What follows belongs to an exercise in optimizing a design on an open flow for small area and a short achievable clock period; a production flow would make more cautious choices. Function was checked by simulation only, so behaviour that the tests miss may differ from the original.

== before ==
==> flow/design.v <==
`timescale 1ns / 1ps
module addr_add(
    input [31:0] base,
    input [31:0] offset,
    output [31:0] addr
    );
    wire [31:0] p0 = base ^ offset;
    wire [31:0] g0 = base & offset;
    wire [31:0] g [0:5];
    wire [31:0] p [0:5];
    assign g[0] = g0;
    assign p[0] = p0;
    genvar l, i;
    generate
        for (l = 0; l < 5; l = l + 1) begin : lvl
            for (i = 0; i < 32; i = i + 1) begin : bit_
                if (((i >> l) & 1) == 1) begin : comb
                    localparam integer j = ((i >> l) << l) - 1;
                    assign g[l+1][i] = g[l][i] | (p[l][i] & g[l][j]);
                    assign p[l+1][i] = p[l][i] & p[l][j];
                end else begin : pass
                    assign g[l+1][i] = g[l][i];
                    assign p[l+1][i] = p[l][i];
                end
            end
        end
    endgenerate
    assign addr = p0 ^ {g[5][30:0], 1'b0};
endmodule
`timescale 1ns / 1ps
module cpu(
    input clk,
    input reset,
    output [31:0] imem_addr,
    input  [31:0] imem_rdata,
    output        dmem_re,
    output        dmem_we,
    output [31:0] dmem_addr,
    output [31:0] dmem_wdata,
    input  [31:0] dmem_rdata
    );
    wire [31:0] ins = imem_rdata;
    wire [6:0] opcode = ins[6:0];
    wire [2:0] funct3 = ins[14:12];
    wire [6:0] funct7 = ins[31:25];
    wire [4:0] rs1 = ins[19:15];
    wire [4:0] rs2 = ins[24:20];
    wire [4:0] rd  = ins[11:7];
    wire is_op    = (opcode == 7'b0110011);
    wire is_opimm = (opcode == 7'b0010011);
    wire is_load  = (opcode == 7'b0000011);
    wire is_store = (opcode == 7'b0100011);
    wire is_lui   = (opcode == 7'b0110111);
    wire is_br    = (opcode == 7'b1100011);
    wire [31:0] imm_i = {{20{ins[31]}}, ins[31:20]};
    wire [31:0] imm_s = {{20{ins[31]}}, ins[31:25], ins[11:7]};
    wire [31:0] imm_b = {{20{ins[31]}}, ins[7], ins[30:25], ins[11:8], 1'b0};
    wire [31:0] imm_u = {ins[31:12], 12'b0};
    reg [31:1] pc;
    assign imem_addr = {pc, 1'b0};
    wire [31:0] xq [1:31];
    wire [31:1] xv;
    reg [31:0] rv1, rv2;
    integer k;
    always @(*) begin
        rv1 = 32'd0;
        rv2 = 32'd0;
        for (k = 1; k < 32; k = k + 1) begin
            rv1 = rv1 | (xq[k] & {32{xv[k] && rs1 == k}});
            rv2 = rv2 | (xq[k] & {32{xv[k] && rs2 == k}});
        end
    end
    assign dmem_re = is_load;
    assign dmem_we = is_store;
    addr_add addr_adder (.base(rv1), .offset(ins[5] ? imm_s : imm_i), .addr(dmem_addr));
    assign dmem_wdata = rv2;
    wire [31:0] op2 = ins[5] ? rv2 : imm_i;
    wire f7_zero = (funct7 == 7'b0000000);
    wire f7_alt  = (funct7 == 7'b0100000);
    wire sub = ins[5] & f7_alt;
    wire [31:0] sum = rv1 + (op2 ^ {32{sub}}) + {31'd0, sub};
    wire lt  = ($signed(rv1) < $signed(op2));
    wire ltu = (rv1 < op2);
    wire sh_left = ~funct3[2];
    wire [31:0] rv1_rev;
    genvar b;
    generate
        for (b = 0; b < 32; b = b + 1) begin : rev_in
            assign rv1_rev[b] = rv1[31 - b];
        end
    endgenerate
    wire [31:0] sh0 = sh_left ? rv1_rev : rv1;
    wire fill = f7_alt & rv1[31] & ~sh_left;
    wire [4:0] shamt = op2[4:0];
    wire [31:0] sh1 = shamt[0] ? {fill, sh0[31:1]} : sh0;
    wire [31:0] sh2 = shamt[1] ? {{2{fill}}, sh1[31:2]} : sh1;
    wire [31:0] sh3 = shamt[2] ? {{4{fill}}, sh2[31:4]} : sh2;
    wire [31:0] sh4 = shamt[3] ? {{8{fill}}, sh3[31:8]} : sh3;
    wire [31:0] shr = shamt[4] ? {{16{fill}}, sh4[31:16]} : sh4;
    wire [31:0] shl;
    generate
        for (b = 0; b < 32; b = b + 1) begin : rev_out
            assign shl[b] = shr[31 - b];
        end
    endgenerate
    reg [31:0] alu;
    always @(*) begin
        case (funct3)
            3'b000: alu = sum;
            3'b001: alu = shl;
            3'b010: alu = {31'd0, lt};
            3'b011: alu = {31'd0, ltu};
            3'b100: alu = rv1 ^ op2;
            3'b101: alu = (f7_zero | f7_alt) ? shr : sum;
            3'b110: alu = rv1 | op2;
            default: alu = rv1 & op2;
        endcase
    end
    wire [31:0] wd = is_load ? dmem_rdata : (is_lui ? imm_u : alu);
    wire we = (is_op | is_opimm | is_load | is_lui) & (rd != 5'd0);
    wire beq  = (rv1 == rv2);
    wire blt  = ($signed(rv1) < $signed(rv2));
    wire bltu = (rv1 < rv2);
    reg cond;
    always @(*) begin
        case (funct3)
            3'b000: cond = beq;
            3'b001: cond = ~beq;
            3'b100: cond = blt;
            3'b101: cond = ~blt;
            3'b110: cond = bltu;
            3'b111: cond = ~bltu;
            default: cond = 1'b0;
        endcase
    end
    wire taken = is_br & cond;
    wire [31:1] pc_next = taken ? (pc + imm_b[31:1]) : (pc + 31'd2);
    always @(posedge clk or posedge reset) begin
        if (reset) pc <= 31'd0;
        else pc <= pc_next;
    end
    genvar r;
    generate
        for (r = 1; r < 32; r = r + 1) begin : regs
            reg v;
            reg [31:0] q;
            always @(posedge clk or posedge reset) begin
                if (reset) v <= 1'b0;
                else if (we && rd == r) v <= 1'b1;
            end
            always @(posedge clk) begin
                if (we && rd == r) q <= wd;
            end
            assign xq[r] = q;
            assign xv[r] = v;
        end
    endgenerate
endmodule
==> flow/config.mk <==
export PLATFORM = sky130hd
export DESIGN_NAME = cpu
export DESIGN_NICKNAME = cpu
export VERILOG_FILES = /design/flow/design.v
export SDC_FILE = /design/flow/constraint.sdc
export NUM_CORES = 4
export LEC_CHECK = 0
export CAP_MARGIN = 20
export CORE_MARGIN = 5
export CORE_UTILIZATION = 40
export PLACE_DENSITY = 0.5
export SETUP_SLACK_MARGIN = 5
export SLEW_MARGIN = 20
export SYNTH_HIERARCHICAL = 1
==> flow/constraint.sdc <==
create_clock -name core_clock -period 14.0 [get_ports {clk}]
set_input_delay 2.8000 -clock core_clock [delete_from_list [all_inputs] [get_ports {clk}]]
set_output_delay 2.8000 -clock core_clock [all_outputs]
set_load 0.01 [all_outputs]
standard.sh (not shown) runs the stock make flow with config.mk's settings and CLKGATE_MAP_FILE= SYNTH_SCRIPT=/design/flow/synth_recipe.tcl, a recipe that flattens the netlist after the stock synthesis.
==> flow/flow/run.sh <==
#!/bin/bash
# The standard layout (standard.sh: ORFS from synthesis to finish) with
# these settings changed:
#  - repair_timing does not clone gates (SKIP_GATE_CLONING=1): a clone can be
#    legalised far from its loads, leaving a long net that breaks max slew;
#  - resizing may change a cell's footprint (MATCH_CELL_FOOTPRINT=0);
#  - clock tree: no dummy loads, and clkbuf_8 as the clock buffer;
#  - ports are buffered with buf_1 (repair_timing upsizes the critical ones).
set -euo pipefail
bash standard.sh SKIP_GATE_CLONING=1 MATCH_CELL_FOOTPRINT=0 \
  "CTS_ARGS=-sink_clustering_enable -repair_clock_nets -dont_use_dummy_load -buf_list sky130_fd_sc_hd__clkbuf_8" \
  "BUFFER_PORTS_ARGS=-buffer_cell sky130_fd_sc_hd__buf_1" \
  finish > standard_flow.log 2>&1
before has completed all stages; timing, DRC and antenna checks passed.
> inputs changed (before -> after)
Settings: SETUP_SLACK_MARGIN now 4, was 5.
==> flow/flow/run.sh <==
#!/bin/bash
# The standard layout (standard.sh: ORFS from synthesis to finish) with
# three settings changed:
#  - repair_timing does not clone gates (SKIP_GATE_CLONING=1): a clone can be
#    legalised far from its loads, leaving a long net that breaks max slew;
#  - clock tree: no dummy loads, and clkbuf_8 as the clock buffer;
#  - ports are buffered with buf_1 (repair_timing upsizes the critical ones).
set -euo pipefail
bash standard.sh SKIP_GATE_CLONING=1 \
  "CTS_ARGS=-sink_clustering_enable -repair_clock_nets -dont_use_dummy_load -buf_list sky130_fd_sc_hd__clkbuf_8" \
  "BUFFER_PORTS_ARGS=-buffer_cell sky130_fd_sc_hd__buf_1" \
  finish > standard_flow.log 2>&1
## What came out
after -> before: flip-flop and latch count after synthesis flat. Cmp after and before / worst slack after detailed placement / lower: before. after ends up with a largest fanout on the critical path that is 7 higher than in before. Of the two values seen for standard cell with the maximum stage delay on the critical path, sky130_fd_sc_hd__and2_4 was produced by after and sky130_fd_sc_hd__or4_4 by before. Against before as the reference, after delivers a higher pin count of the biggest net entering global routing. Per the comparison of after with before, final area dropped about 3%; share of final layout cell area taken by clock buffers and inverters saw little to no change; count of plain and timing-repair buffers in the layout saw a decrease; die boundary width held; buffer and inverter count on the worst path went down 3. Between before and after, the via count does not differ in any meaningful way.

[re-timing with driven ports]
In the flow no input, the clock included, has a driving cell. The finished layouts below were timed again as built, in two steps. Step 1, drivers: a clkbuf_16 drives clk and a buf_2 each remaining input, both assumed. Step 2, shift: input delay + t, output delay - t, t = (earliest + latest rising clock arrival at the registers) / 2. This alone moves slack from input paths to output paths. a / b / c = ideal ports / drivers / drivers and shift; a / b = the first two.
run	t (ns)	setup WS [ns]	hold WS [ns]	worst setup path at the end	pins driven straight from the clock port
before	1.007	4.011 / 3.970 / 3.926	0.475 / 0.475 / 0.475	input to register	1
after	0.991	3.928 / 3.819 / 3.029	0.514 / 0.514 / 0.514	input to register	1
After both steps every run listed still meets setup and hold. For after, which loses most, drivers alone change the setup slack by -0.109 ns; drivers and shift together by -0.899 ns.
